Background: an optimization exercise with open tools, aiming at small area and a short achievable clock period. Do not read the settings as production practice.
At most, simulation tests tie the RTL to the original design; equivalence was not proved.
No activity file was given, so power comes from the tool's default toggle rates.

## QPU_V
module QPU_V(
  input clk,reset,RDY,
  input [15:0]IR,
  input IRQ1,IRQ2,
  input [7:0] A_result,
  input A_vin,A_cin,
  input [7:0] M_Din,
  input I1,I2,I3,I4,
  output [11:0] pc_out,
  output [9:0]  W_AddrO,
  output [7:0]  W_DoutO,
  output [9:0]  M_AddrO,
  output M_WEO,M_IO,
  output A_adc_sbc,A_cout,
  output [7:0] Op1,Op2,
  output [7:0] ST,OPS,RA,RF,RSP
);
For scale: roughly 860 cells after synthesis, about 140 I/O pins, roughly 7300 µm² of cells after synthesis.
==> flow/config.mk <==
export PLATFORM = sky130hd
export DESIGN_NAME = QPU_V
export DESIGN_NICKNAME = QPU_V
export VERILOG_FILES = /design/flow/design.v
export SDC_FILE = /design/flow/constraint.sdc
export NUM_CORES = 4
export LEC_CHECK = 0
export CAP_MARGIN = 20
export CORE_MARGIN = 2
export CORE_UTILIZATION = 40
export SETUP_SLACK_MARGIN = 3.0
export SLEW_MARGIN = 20
export TNS_END_PERCENT = 0
==> flow/constraint.sdc <==
create_clock -name core_clock -period 6.0 [get_ports {clk}]
set_input_delay 1.2000 -clock core_clock [delete_from_list [all_inputs] [get_ports {clk}]]
set_output_delay 1.2000 -clock core_clock [all_outputs]
set_load 0.01 [all_outputs]
standard.sh (not shown) runs the stock make flow with config.mk's settings and CLKGATE_MAP_FILE= SYNTH_SCRIPT=/design/flow/synth_recipe.tcl, a recipe that flattens the netlist after the stock synthesis.
==> flow/flow/run.sh <==
#!/bin/bash
# Standard ORFS layout (the standard.sh, unchanged synthesis), with the
# port buffers made as sky130_fd_sc_hd__buf_1 instead of the resizer's pick.
set -euo pipefail
cd "$(dirname "$0")/.."
bash standard.sh "BUFFER_PORTS_ARGS=-buffer_cell sky130_fd_sc_hd__buf_1" finish > flow_make.log 2>&1
The starting point produced a clean layout.
Next try:
==> flow/run.sh (new file) <==
#!/bin/bash
# synth_recipe.tcl (not shown) runs the flow's synth.tcl, then flattens the netlist and writes it again
# the make line also repeats each setting of config.mk as NAME=value (left out here)
make -C /OpenROAD-flow-scripts/flow DESIGN_CONFIG=/design/flow/config.mk WORK_HOME=/design/flow/orfs CLKGATE_MAP_FILE= SYNTH_SCRIPT=/design/flow/synth_recipe.tcl finish
TNS_END_PERCENT = unset   (was 0)
removed: flow/flow/run.sh
removed: flow/standard.sh
=> Total power rises by 5.4%. Non-clock buffer count rises by 38. Wire length rises by 8.1%. Core utilization rises by 8.2 points. Cell area rises by 17%. Clock-buffer cell count rises by 1. Final cell count rises by 3.1%.
No functional check of the RTL was part of any run of this note.


Starting RTL as in the previous note.
// QPU_V
module QPU_V(
  input clk,reset,RDY,
  input [15:0]IR,
  input IRQ1,IRQ2,
  input [7:0] A_result,
  input A_vin,A_cin,
  input [7:0] M_Din,
  input I1,I2,I3,I4,
  output [11:0] pc_out,
  output [9:0]  W_AddrO,
  output [7:0]  W_DoutO,
  output [9:0]  M_AddrO,
  output M_WEO,M_IO,
  output A_adc_sbc,A_cout,
  output [7:0] Op1,Op2,
  output [7:0] ST,OPS,RA,RF,RSP
);
make LEC_CHECK=0 CAP_MARGIN=20 CORE_MARGIN=2 CORE_UTILIZATION=40 SETUP_SLACK_MARGIN=3.0 SLEW_MARGIN=20 TNS_END_PERCENT=0 finish   # period 6.0 ns
run.sh (not shown) runs the stock make flow with config.mk's settings and CLKGATE_MAP_FILE= SYNTH_SCRIPT=/design/flow/synth_recipe.tcl, a recipe that flattens the netlist after the stock synthesis.
Stock flow here: none of the scripts above is used.
The starting point finished with timing, DRC and antenna clean.
Edit:
SETUP_SLACK_MARGIN = 2.5   (was 3.0)
TNS_END_PERCENT = default   (was 0)
What happened: Worst hold slack gets worse by 0.0031 ns; maximum frequency goes down by 4.7%; via count went down by 0.51%; worst setup slack gets worse by 0.16 ns; clock skew barely changes; non-clock buffer count is higher by 14; flip-flop and latch count is unchanged; final area barely changes; global-route usage stays flat; total power stays flat; clock power hardly moves.
Function was not checked in any run of this note: the RTL went through the layout flow alone.


Another version of the RTL of QPU_V (not shown whole).
Size in the first run: ~140 I/O pins.
export LEC_CHECK = 0
export CAP_MARGIN = 20
export CORE_MARGIN = 2
export CORE_UTILIZATION = 50
export PLACE_DENSITY = 0.9
export SETUP_SLACK_MARGIN = 3.0
export SLEW_MARGIN = 20
export SYNTH_HIERARCHICAL = 1
export SYNTH_MINIMUM_KEEP_SIZE = 0
export TNS_END_PERCENT = 10
create_clock -name core_clock -period 6.0 [get_ports {clk}]
standard.sh (not shown) runs the stock make flow with config.mk's settings and CLKGATE_MAP_FILE= SYNTH_SCRIPT=/design/flow/synth_recipe.tcl, a recipe that flattens the netlist after the stock synthesis.
==> flow/flow/run.sh <==
#!/bin/bash
# Standard ORFS layout (the standard.sh, unchanged synthesis), with the
# port buffers made as sky130_fd_sc_hd__buf_1 instead of the resizer's pick,
# and a clock tree of clkbuf_8 without dummy loads.
set -euo pipefail
cd "$(dirname "$0")/.."
bash standard.sh "BUFFER_PORTS_ARGS=-buffer_cell sky130_fd_sc_hd__buf_1" \
  "CTS_ARGS=-sink_clustering_enable -repair_clock_nets -dont_use_dummy_load -buf_list sky130_fd_sc_hd__clkbuf_8 -root_buf sky130_fd_sc_hd__clkbuf_8" \
  finish > flow_make.log 2>&1
The starting point passed the timing, DRC and antenna checks.
Change:
ABC_AREA = 1   (was default)
TNS_END_PERCENT = 0   (was 10)
Total power grows by about 2.8%.
Die area grows by 14%.
Design area grows by 9.2%.
Register-to-register slack gets better by 0.18 ns.
Fmax grows by about 4%.
Change:
ABC_AREA = default   (was 1)
SETUP_SLACK_MARGIN = 3.3   (was 3.0)
The new run finished clean.
Register-to-register slack is worse by 0.27 ns.
Sequential share of layout area went up by 3.4 points.
First-iteration DRC count falls by a little under a tenth.
Utilization climbs by 1.2 points.
Change:
CORE_UTILIZATION = 40   (was 50)
PLACE_DENSITY = default   (was 0.9)
SETUP_SLACK_MARGIN = 3.0   (was 3.3)
=> Total power climbs slightly; fmax came out lower slightly; critical path depth stays the same; cell count climbs by a few percent; sequential share of layout area drops by 0.47 points; clock power is higher by a few percent; hold slack stays flat; count of clock-buffer cells in the layout stays the same; die area rises by a quarter to a third.

## re-timing with driven ports
The results above use ideal ports. As a check the final layouts listed here were re-extracted and re-timed, cells and wires unchanged.
Step 1 sets driving cells, clkbuf_16 on the clock port and buf_2 on the other inputs (assumed; they add their load-dependent delay and slew).
Step 2, shift: input delay + t, output delay - t, t = (earliest + latest rising clock arrival at the registers) / 2. This alone moves slack from input paths to output paths.
Three values: no drivers, after step 1, after step 2; two values: the first two.
run	shift t [ns]	setup slack, ns	worst register clock-pin slew, ns	worst slew at a driven data input, ns
the first run of note 1	0.461	2.681 / 2.651 / 2.247	0.06 / 0.06	0.04
the second run of note 1	0.457	2.763 / 2.730 / 2.392	0.06 / 0.06	0.08
the first run of note 2	0.459	2.668 / 2.663 / 2.230	0.06 / 0.06	0.04
the second run of note 2	0.470	2.504 / 2.477 / 2.051	0.06 / 0.06	0.04
the first run of note 3	0.402	2.720 / 2.685 / 2.457	0.11 / 0.11	0.15
the second run of note 3	0.421	2.852 / 2.827 / 2.593	0.11 / 0.11	0.04
the third run of note 3	0.400	2.711 / 2.687 / 2.408	0.11 / 0.11	0.05
the fourth run of note 3	0.420	2.688 / 2.654 / 2.350	0.11 / 0.11	0.04
After both steps every run listed still meets setup and hold. For the second run of note 2, which loses most, drivers alone change the setup slack by -0.027 ns; drivers and shift together by -0.453 ns.
